This is an optimization exercise on Yosys and OpenROAD, whose aim is small area, not a production implementation.
Only simulation tests tie the RTL to the original design; equivalence was not proved.
Power is estimated from default activity; no workload was simulated.

## TR
## RandomNumberGenerator
module RandomNumberGenerator(clk, rst, load, key_x, seed_r, seed_g, seed_b, Rout, Gout, Bout, Key_ready);
Size: ~92 I/O pins.
export LEC_CHECK = 0
export CAP_MARGIN = 20
export CORE_MARGIN = 2
export CORE_UTILIZATION = 40
export SLEW_MARGIN = 20
create_clock -name core_clock -period 10.0 [get_ports {clk}]
standard.sh (not shown) runs the stock make flow with config.mk's settings and CLKGATE_MAP_FILE= SYNTH_SCRIPT=/design/flow/synth_recipe.tcl, a recipe that flattens the netlist after the stock synthesis.
==> flow/flow/run.sh <==
#!/bin/bash
# Standard layout (standard.sh) with changes that keep the registers and what
# is measured:
#  * Yosys's ABC step maps the combinational logic for area
#    (&get -n; &st; &dch; &nf -a; &put) instead of ORFS's speed script;
#    everything else in synthesis is ORFS's own script, unchanged;
#  * after synthesis, flow/netopt.py swaps some cells for smaller cells of the
#    same function (half adders with an unused output, 2:1 muxes as a22o);
#  * the port buffers are the smallest buffer, buf_1;
#  * the clock tree uses clkbuf_4 without dummy loads.
set -euo pipefail
here=$(pwd)
rm -rf "$here/scripts_mod"
cp -r "$FLOW_HOME/scripts" "$here/scripts_mod"
printf '%s\n' '&get -n' '&st' '&dch' '&nf -a' '&put' > "$here/scripts_mod/abc_speed.script"
export SCRIPTS_DIR="$here/scripts_mod"
export BUFFER_PORTS_ARGS="-buffer_cell sky130_fd_sc_hd__buf_1"
export CTS_ARGS="-sink_clustering_enable -repair_clock_nets -dont_use_dummy_load -buf_list sky130_fd_sc_hd__clkbuf_4 -root_buf sky130_fd_sc_hd__clkbuf_4"
res="$here/orfs/results/$FLOW_PLATFORM/RandomNumberGenerator/base"
bash standard.sh synth > standard_synth.log 2>&1
python3 "$here/flow/netopt.py" "$res/1_2_yosys.v" > netopt.log 2>&1
rm -f "$res/1_synth.odb" "$res/1_synth.sdc"
bash standard.sh > standard.log 2>&1
Other scripts of this flow, unchanged in this note and not shown: flow/flow/netopt.py
Input-level comparison between PW and TR:
--- a/flow/design.v
+++ b/flow/design.v
@@ -110,60 +110,62 @@
     assign T[12] = ~t47[0];
     assign T[13] = ~t51[0];
     assign T[14] = ~t55[0];
     assign T[15] = ~t60;
     assign T[16] = ~t64;
     assign T[17] = ~t67;
     assign T[18] = ~t69;
     assign T[19] = ~t68;
     wire zbit =
-        (zc[6] & ~zc[4] & zc[3] & ~zc[1]) |
-        (~zc[6] & zc[5] & ~zc[4] & ~zc[3]) |
-        (zc[5] & zc[4] & zc[2] & ~zc[1]) |
-        (zc[6] & zc[5] & ~zc[2] & ~zc[1]) |
-        (zc[4] & ~zc[3] & ~zc[2] & zc[0]) |
-        (~zc[5] & ~zc[4] & ~zc[3] & ~zc[2] & ~zc[0]) |
-        (zc[4] & zc[3] & zc[2] & zc[1] & zc[0]) |
-        (~zc[6] & zc[5] & zc[3] & ~zc[2] & zc[1]) |
-        (zc[6] & ~zc[5] & zc[3] & zc[1] & ~zc[0]) |
-        (zc[6] & zc[5] & ~zc[3] & zc[2] & ~zc[0]) |
-        (~zc[6] & zc[5] & ~zc[3] & zc[0]) |
-        (~zc[6] & ~zc[4] & zc[3] & ~zc[2] & zc[0]) |
-        (~zc[6] & ~zc[5] & ~zc[3] & ~zc[2] & zc[1] & ~zc[0]);
+        (~zc[6] & zc[2] & ~zc[1]) |
+        (zc[5] & ~zc[4] & zc[1] & zc[0]) |
+        (~zc[5] & ~zc[4] & ~zc[2] & ~zc[0]) |
+        (~zc[5] & zc[4] & zc[2] & ~zc[0]) |
+        (zc[6] & zc[5] & ~zc[3] & zc[2] & zc[1]) |
+        (~zc[6] & ~zc[4] & zc[1]) |
+        (~zc[4] & zc[2] & zc[1] & zc[0]) |
+        (zc[5] & ~zc[4] & ~zc[3] & zc[0]) |
+        (zc[4] & zc[3] & ~zc[2] & zc[1] & ~zc[0]) |
+        (zc[6] & zc[5] & zc[3] & ~zc[2] & ~zc[1]) |
+        (~zc[6] & ~zc[3] & ~zc[1] & ~zc[0]) |
+        (~zc[6] & zc[3] & zc[2] & zc[0]) |
+        (zc[5] & ~zc[4] & ~zc[3] & zc[1]) |
+        (~zc[6] & ~zc[3] & ~zc[2] & zc[1] & zc[0]) |
+        (~zc[5] & zc[4] & ~zc[3] & zc[2] & ~zc[1]);
     wire [15:0] x_new = {T[17], ~T[16:2]};
     wire c = (ph3 & T[17]) | (~ph3 & zbit);
     always @(posedge clk)
         acc <= T[19:4];
     wire nl = ~load;
     wire [15:0] Rl_d = ({16{load}} & seed_r) |
         ({16{nl}} & {Rlfsr[14:0], Rlfsr[15] ^ Rlfsr[13] ^ Rlfsr[12] ^ Rlfsr[10]});
     wire [15:0] Gl_d = ({16{load}} & seed_g) |
         ({16{nl}} & {Glfsr[14:0], Glfsr[15] ^ Glfsr[13] ^ Glfsr[12] ^ Glfsr[10]});
     wire [15:0] Bl_d = ({16{load}} & seed_b) |
         ({16{nl}} & {Blfsr[14:0], Blfsr[15] ^ Blfsr[13] ^ Blfsr[12] ^ Blfsr[10]});
     wire [7:0] Ro_d = {8{nl}} & {Rout[6:0], Rlfsr[15] ^ c};
     wire [7:0] Go_d = {8{nl}} & {Gout[6:0], Glfsr[15] ^ c};
     wire [7:0] Bo_d = {8{nl}} & {Bout[6:0], Blfsr[15] ^ c};
     wire sel_n = nl & ph3;
     wire sel_h = nl & ~ph3;
     wire [15:0] x_d = ({16{load}} & key_x) | ({16{sel_n}} & x_new) | ({16{sel_h}} & x);
-    wire [6:0] zc_step = {zc[5:0], zc[6] ^ zc[5]} ^ ({7{zc == 7'd66}} & 7'd65);
-    wire [6:0] zc_d = ({7{load}} & 7'd98) | ({7{nl & ph0}} & zc_step) | ({7{nl & ~ph0}} & zc);
+    wire [6:0] zc_inc = (zc == 7'd119) ? 7'd41 : zc + 7'd1;
+    wire [6:0] zc_d = ({7{load}} & 7'd40) | ({7{nl & ph0}} & zc_inc) | ({7{nl & ~ph0}} & zc);
     wire [1:0] g_d = {2{nl}} & {g[0], ~g[1]};
     wire h_d = nl & (h ^ ph3);
     wire kr_d = nl & h & ph3;
     always @(posedge clk or posedge rst) begin
         if (rst) begin
             Rlfsr <= 16'h0001;
             Glfsr <= 16'h0002;
             Blfsr <= 16'h0003;
             x <= 16'h7EF0;
-            zc <= 7'd98;
+            zc <= 7'd40;
             Rout <= 8'b0;
             Gout <= 8'b0;
             Bout <= 8'b0;
             Key_ready <= 1'b0;
             g <= 2'b00;
             h <= 1'b0;
         end else begin
             Rlfsr <= Rl_d;
             Glfsr <= Gl_d;
### Flow results
- Of PW and TR, TR shows the lower clock share of power, with PW above it.
- The setup slack number comes out lower for TR vs PW.
- Between TR and PW, the flow reports cell count increasing slightly.
- Maximum number of pins on one net before global-route repair in PW is 37 lower than in TR
- Relative to TR, PW degrades post-synthesis cell area.
- On cell area, PW and TR are neck and neck.
- Summary: with TR as the reference, detailed-routed wire length on met2 in PW moved down slightly.

==> afterwards: timing with drivers on the ports <==
Ports are ideal in the flow. The routed layouts listed here were re-timed in OpenROAD.
Step 1: set_driving_cell puts a clkbuf_16 on clk and a buf_2 on each other input, an assumption about the parent block.
Step 2 also shifts input and output timing later by t, the mid clock arrival at the registers, as if the neighbouring blocks saw the same clock.
Three values: ideal, step 1, step 2; two values: the first two.
run | t, ns | setup WS [ns] | pins driven straight from the clock port
TR | 0.526 | 0.521 / 0.521 / 0.521 | 1
PW | 0.542 | 0.528 / 0.528 / 0.528 | 1
After both steps every run listed still meets setup and hold.
